This is an optimization exercise on Yosys and OpenROAD, whose aim is small area and a short achievable clock period, not a production implementation.
Function was checked by simulation only, so behaviour that the tests miss may differ from the original.

==> module top_pip, before the edit <==
module top_pip(input [15:0] X,Y,
input [3:0] sn_1,
input clk,
input reset,
input [15:0] theta_in,
output reg [3:0] sn_op,
output reg [15:0] theta_op,
output reg [15:0] Xo,Yo);
wire [14:0] t = theta_in[14:0];
reg  [3:0]  s_c;
reg  [14:0] th_fin;
integer j;
always @* begin
    s_c = 4'd15;
    for (j = 1; j <= 13; j = j + 1)
        if (t[j]) s_c = 15 - j;
    if (t[14]) s_c = 4'd2;
end
always @* begin
    for (j = 0; j <= 12; j = j + 1)
        th_fin[j] = t[j] & ~(t[j+1] & ~|(t >> (j+2)));
    th_fin[13] = t[13];
    th_fin[14] = 1'b0;
    if (t[14]) th_fin = {3'b010, t[11:0]};
end
wire [3:0] p_c = {s_c[2:0], 1'b0} + s_c + 4'd2;    
wire [3:0] s_1 = theta_in[15] ? 4'd15 : s_c;
wire [3:0] p_1 = theta_in[15] ? 4'd15 : p_c;        
wire [15:0] xo_w [1:10];
wire [15:0] yo_w [1:10];
rot1 r1 (.xn(X), .yn(Y), .i(sn_1), .xo(xo_w[1]), .yo(yo_w[1]));
reg [15:0] x2r, y2r;
reg [14:0] th2r;
reg [3:0]  i2r, p2r, c2r, q2r;    
always @(posedge clk) begin
    x2r <= xo_w[1]; y2r <= yo_w[1];
    th2r <= th_fin;
    i2r <= s_1; p2r <= p_1;
    c2r <= s_c; q2r <= p_c;
end
rot r2 (.xn(x2r), .yn(y2r), .i(i2r), .op2(p2r), .xo(xo_w[2]), .yo(yo_w[2]));
wire [14:0] th_w [2:10];
wire [3:0]  i_w  [2:10];
wire [3:0]  p_w  [2:10];
assign th_w[2] = th2r;
assign i_w[2]  = c2r;
assign p_w[2]  = q2r;
genvar k;
generate
    for (k = 3; k <= 10; k = k + 1) begin : st
        reg [15:0] xr, yr;
        reg [14:0] thr;
        reg [3:0]  ir, pr;
        always @(posedge clk) begin
            xr  <= xo_w[k-1];
            yr  <= yo_w[k-1];
            thr <= th_w[k-1];
            ir  <= i_w[k-1];
            pr  <= p_w[k-1];
        end
        rot rk (.xn(xr), .yn(yr), .i(ir), .op2(pr), .xo(xo_w[k]), .yo(yo_w[k]));
        assign th_w[k] = thr;
        assign i_w[k]  = ir;
        assign p_w[k]  = pr;
    end
endgenerate
always @(posedge clk) begin
    if (reset) begin
        Xo <= 0;
        Yo <= 0;
        sn_op <= 0;
        theta_op <= 0;
    end else begin
        Xo <= xo_w[10];
        Yo <= yo_w[10];
        sn_op <= i_w[10];
        theta_op <= {1'b0, th_w[10]};
    end
end
endmodule
export LEC_CHECK = 0
export CAP_MARGIN = 20
export CORE_MARGIN = 2
export CORE_UTILIZATION = 40
export SLEW_MARGIN = 20
create_clock -name core_clock -period 5.5 [get_ports {clk}]
standard.sh (not shown) runs the stock make flow with config.mk's settings and CLKGATE_MAP_FILE= SYNTH_SCRIPT=/design/flow/synth_recipe.tcl, a recipe that flattens the netlist after the stock synthesis.
==> flow/flow/run.sh <==
#!/bin/bash
# The standard layout, with Yosys's generic synthesis run without its quick
# ABC pass (SYNTH_ARGS=-noabc): the full adders are then extracted from the
# unmapped logic and need no polarity-fixing inverters.  Everything else,
# including the final ABC mapping, is the standard flow.
set -euo pipefail
bash standard.sh SYNTH_ARGS=-noabc finish > orfs_make.log 2>&1
Change:
--- a/flow/design.v
+++ b/flow/design.v
@@ -31,14 +31,14 @@
 rot1 r1 (.xn(X), .yn(Y), .i(sn_1), .xo(xo_w[1]), .yo(yo_w[1]));
 reg [15:0] x2r, y2r;
-reg [14:0] th2r;
+reg [11:0] th2r;
 reg [3:0]  i2r, p2r, c2r, q2r;    
 always @(posedge clk) begin
     x2r <= xo_w[1]; y2r <= yo_w[1];
-    th2r <= th_fin;
+    th2r <= th_fin[11:0];
     i2r <= s_1; p2r <= p_1;
     c2r <= s_c; q2r <= p_c;
 end
 rot r2 (.xn(x2r), .yn(y2r), .i(i2r), .op2(p2r), .xo(xo_w[2]), .yo(yo_w[2]));
-wire [14:0] th_w [2:10];
+wire [11:0] th_w [2:10];
 wire [3:0]  i_w  [2:10];
 wire [3:0]  p_w  [2:10];
@@ -50,5 +50,5 @@
     for (k = 3; k <= 10; k = k + 1) begin : st
         reg [15:0] xr, yr;
-        reg [14:0] thr;
+        reg [11:0] thr;
         reg [3:0]  ir, pr;
         always @(posedge clk) begin
@@ -75,5 +75,5 @@
         Yo <= yo_w[10];
         sn_op <= i_w[10];
-        theta_op <= {1'b0, th_w[10]};
+        theta_op <= {2'b00, i_w[10] == 4'd2, i_w[10] == 4'd3, th_w[10]};
     end
 end
Sequential share of layout area fell by 0.43 points.
Fmax went down by 1.5%.
Clock skew climbs by 0.022 ns.
Count of clock-buffer cells in the layout goes down by 16.
Wire length is lower by 2.9%.
Cell area drops by 0.56%.
Hold slack barely changes.

-- port drivers added, routing unchanged --
The flow's constraints put no driver on any port. The routed layouts listed below were extracted and timed again, unchanged, in two steps.
Step 1 sets driving cells, clkbuf_16 on the clock port and buf_2 on the other inputs (assumed; they add their load-dependent delay and slew).
Step 2, shift: input delay + t, output delay - t, t = (earliest + latest rising clock arrival at the registers) / 2. This alone moves slack from input paths to output paths.
a / b / c = no drivers / after step 1 / after step 2; a / b = the first two.
run	t (ns)	setup slack, ns	slew at the worst register clock pin (ns)
the first run	0.761	0.287 / 0.287 / -0.295	0.07 / 0.07
the second run	0.751	0.207 / 0.207 / -0.193	0.07 / 0.07
Met with ideal ports but missed after step 2: setup timing in the first run and the second run. For the first run, which loses most, drivers alone change the setup slack by 0.000 ns; drivers and shift together by -0.582 ns.
